Background: an optimization exercise with open tools, aiming at small area, a short achievable clock period and few clock cycles per item. Do not read the settings as production practice.
At most, simulation tests tie the RTL to the original design; equivalence was not proved.

run 1:
## UT_TOP
module UT_TOP (
    clk,
    rst_n,
    in_valid,
    in_time,
    out_valid,
    out_display,
    out_day
);
Settings: LEC_CHECK=0, CAP_MARGIN=20, CORE_MARGIN=2, CORE_UTILIZATION=40, SLEW_MARGIN=20; clock period 15.0 ns.
run.sh (not shown) runs the stock make flow with config.mk's settings and CLKGATE_MAP_FILE= SYNTH_SCRIPT=/design/flow/synth_recipe.tcl, a recipe that flattens the netlist after the stock synthesis.
Run 1 ran to completion and came out clean on the timing, design-rule and antenna checks.
Testbench counts of run 1, summed over its fixed seeds: cycles 55,200, items 2,400.
diff inputs: run 1 => run 2
- an added ABC_AREA of 1
==> summary.txt <==
Run 2: count of multi-input combinational gates higher than run 1
For run 2, the endpoint of the most critical setup path was R[4], unlike run 1, where it was out_day[2].
Run 2 gives more total routed wire length on the met1 layer than run 1 did.
Compared with run 1, run 2 shows pre-CTS setup slack higher by 980 ps.
Area after synthesis (lower): run 1
Run 2 ended up with a higher area added between synthesis and finish than run 1 did.
The met3 wirelength from detailed routing in run 2 is 0.850 times that in run 1.
Compared to run 1, run 2 has die outline width 3.5% higher.
The lower hold slack came out of run 2.
On initial core utilization: between run 2 and run 1, it ends up lower for run 1.
Looking at tap cell count, run 2 sits about 1.9% higher than run 1 does.
The inputs of run 3 differ from those of run 2 as listed below.
==> flow/flow/run.sh (new file) <==
#!/bin/bash
# The standard layout, with timing repair aiming at 11.2 ns of setup slack
# (a 3.8000000000000007 ns cycle) instead of 0; the clock and constraints stay the design's.
set -o pipefail
bash standard.sh SETUP_SLACK_MARGIN=11.2 finish > standard.log 2>&1
==> flow/standard.sh (new file) <==
#!/bin/bash
# synth_recipe.tcl (not shown) runs the flow's synth.tcl, then flattens the netlist and writes it again
# the make line also repeats each setting of config.mk as NAME=value (left out here)
make -C /OpenROAD-flow-scripts/flow DESIGN_CONFIG=/design/flow/config.mk WORK_HOME=/design/flow/orfs CLKGATE_MAP_FILE= SYNTH_SCRIPT=/design/flow/synth_recipe.tcl "${@:-finish}"
removed: flow/run.sh
Findings:
Between run 3 and run 2, the overall via count from detail_route is higher for run 3.
Run 3 vs. run 2: final setup slack of the worst path went up 780 ps, final-layout non-clock buffer area share saw an increase.
Setup changes, run 3 to run 4
- CORE_UTILIZATION now 65, was 40
==> flow/flow/run.sh <==
#!/bin/bash
# The standard layout, with timing repair aiming at 11.2 ns of setup slack
# instead of 0; the clock and the constraints stay the design's.
set -o pipefail
bash standard.sh SETUP_SLACK_MARGIN=11.2 finish > standard.log 2>&1
Findings:
Run 4 vs. run 3: pre-CTS setup slack went down by 14 ps.
Worst hold-check slack came out higher on run 4 than on run 3.
Diff run 3 -> run 4 | critical path depth | increase of 29
Per the comparison of run 4 with run 3, design area higher; worst setup margin saw a decrease; die area has decreased; clock-buffer cell count rose 2.

* * *

UT_TOP, a different RTL version from the one above (not shown whole).
For scale: ~910 cells after synthesis, ~80 flip-flops, ~42 I/O pins, roughly 6000 um2 of cells after synthesis.
==> flow/config.mk <==
export PLATFORM = sky130hd
export DESIGN_NAME = UT_TOP
export DESIGN_NICKNAME = UT_TOP
export VERILOG_FILES = /design/flow/design.v
export SDC_FILE = /design/flow/constraint.sdc
export NUM_CORES = 4
export LEC_CHECK = 0
export ABC_AREA = 1
export CAP_MARGIN = 20
export CORE_MARGIN = 2
export CORE_UTILIZATION = 40
export SLEW_MARGIN = 20
==> flow/constraint.sdc <==
create_clock -name core_clock -period 15.0 [get_ports {clk}]
set_input_delay 3.0000 -clock core_clock [delete_from_list [all_inputs] [get_ports {clk}]]
set_output_delay 3.0000 -clock core_clock [all_outputs]
set_load 0.01 [all_outputs]
standard.sh (not shown) runs the stock make flow with config.mk's settings and CLKGATE_MAP_FILE= SYNTH_SCRIPT=/design/flow/synth_recipe.tcl, a recipe that flattens the netlist after the stock synthesis.
==> flow/flow/run.sh <==
#!/bin/bash
# The standard layout, with timing repair aiming at 10.9 ns of setup slack
# instead of 0, and the port buffers made with buf_1 cells; the clock and the
# constraints stay the design's.
set -o pipefail
bash standard.sh SETUP_SLACK_MARGIN=10.9 "BUFFER_PORTS_ARGS=-buffer_cell sky130_fd_sc_hd__buf_1" finish > standard.log 2>&1
Rerun with:
==> flow/flow/run.sh (replaced) <==
#!/bin/bash
# The standard layout, with timing repair aiming at 11.0 ns of setup slack
# instead of 0, and the port buffers made with buf_1 cells; the clock and the
# constraints stay the design's.
set -o pipefail
bash standard.sh SETUP_SLACK_MARGIN=11.0 "BUFFER_PORTS_ARGS=-buffer_cell sky130_fd_sc_hd__buf_1" finish > standard.log 2>&1
Outcome: Cell count stays flat. Synthesized area is unchanged. Global-route usage stays flat. Via count hardly moves. Routed wire length climbs slightly. Clock-buffer cell count stays the same. Worst hold slack gets better by 0.0032 ns. Worst setup slack gains 0.077 ns.
Rerun with:
==> flow/flow/run.sh (replaced) <==
#!/bin/bash
# The standard layout, with timing repair aiming at 11.2 ns of setup slack
# instead of 0, and the port buffers made with buf_1 cells; the clock and the
# constraints stay the design's.
set -o pipefail
bash standard.sh SETUP_SLACK_MARGIN=11.2 "BUFFER_PORTS_ARGS=-buffer_cell sky130_fd_sc_hd__buf_1" finish > standard.log 2>&1
Result:
- The changed run went through all stages and came out clean
- setup slack improved by 0.037 ns
- first-iteration DRC count shrinks slightly
- wire length rises by a few percent
- die area stays the same
- hold slack is better by 0.0076 ns
- via count grows by a few percent
- cell count is higher slightly
Rerun with:
==> flow/flow/run.sh (replaced) <==
#!/bin/bash
# The standard layout, with timing repair aiming at 11.1 ns of setup slack
# instead of 0, and the port buffers made with buf_1 cells; the clock and the
# constraints stay the design's.
set -o pipefail
bash standard.sh SETUP_SLACK_MARGIN=11.1 "BUFFER_PORTS_ARGS=-buffer_cell sky130_fd_sc_hd__buf_1" finish > standard.log 2>&1
Flip-flop and latch count stays the same.
Count of clock-buffer cells in the layout is unchanged.
Non-clock buffer count went down by 13.
Area after synthesis stays the same.
Die area is unchanged.
Routed wire length went down by a few percent.
Worst hold slack stays flat.
Via count went down slightly.
Sequential share of layout area went up by 0.51 points.
Worst setup slack is better by 0.0043 ns.
Rerun with:
- CTS_CLUSTER_DIAMETER: unset -> 200
- CTS_CLUSTER_SIZE: unset -> 30
Outcome: Fmax does not change. Setup slack is unchanged. Design area is unchanged. Cell count does not change. Synthesized cell count stays the same. Global-route usage is unchanged. Wire length stays the same.
No run of this note included a check of the RTL's function; only the layout flow was run.

## static timing again, ports no longer ideal
In the flow no input, the clock included, has a driving cell. The finished layouts below were timed again as built, in two steps. Step 1: set_driving_cell puts a clkbuf_16 on clk and a buf_2 on each other input, an assumption about the parent block. Step 2 also shifts input and output timing later by t, the mid clock arrival at the registers, as if the neighbouring blocks saw the same clock. Slacks: ideal / step 1 / step 2; pairs: ideal / step 1.
run	shift t [ns]	slack for setup (ns)	worst register clock-pin slew, ns
run 1	0.401	9.348 / 9.348 / 9.348	0.08 / 0.08
run 2	0.394	10.357 / 10.357 / 10.357	0.07 / 0.07
run 3	0.397	11.133 / 11.086 / 10.997	0.07 / 0.07
run 4	0.392	11.035 / 11.035 / 11.014	0.07 / 0.07
the first run of note 2	0.389	11.052 / 11.052 / 11.052	0.07 / 0.07
the second run of note 2	0.389	11.130 / 11.130 / 11.130	0.06 / 0.06
the third run of note 2	0.391	11.166 / 11.126 / 11.286	0.07 / 0.07
the fourth run of note 2	0.391	11.170 / 11.126 / 11.285	0.07 / 0.07
the fifth run of note 2	0.391	11.170 / 11.126 / 11.285	0.07 / 0.07
After both steps every run listed still meets setup and hold. For run 3, which loses most, drivers alone change the setup slack by -0.047 ns; drivers and shift together by -0.136 ns. Setup slack includes reset recovery checks.
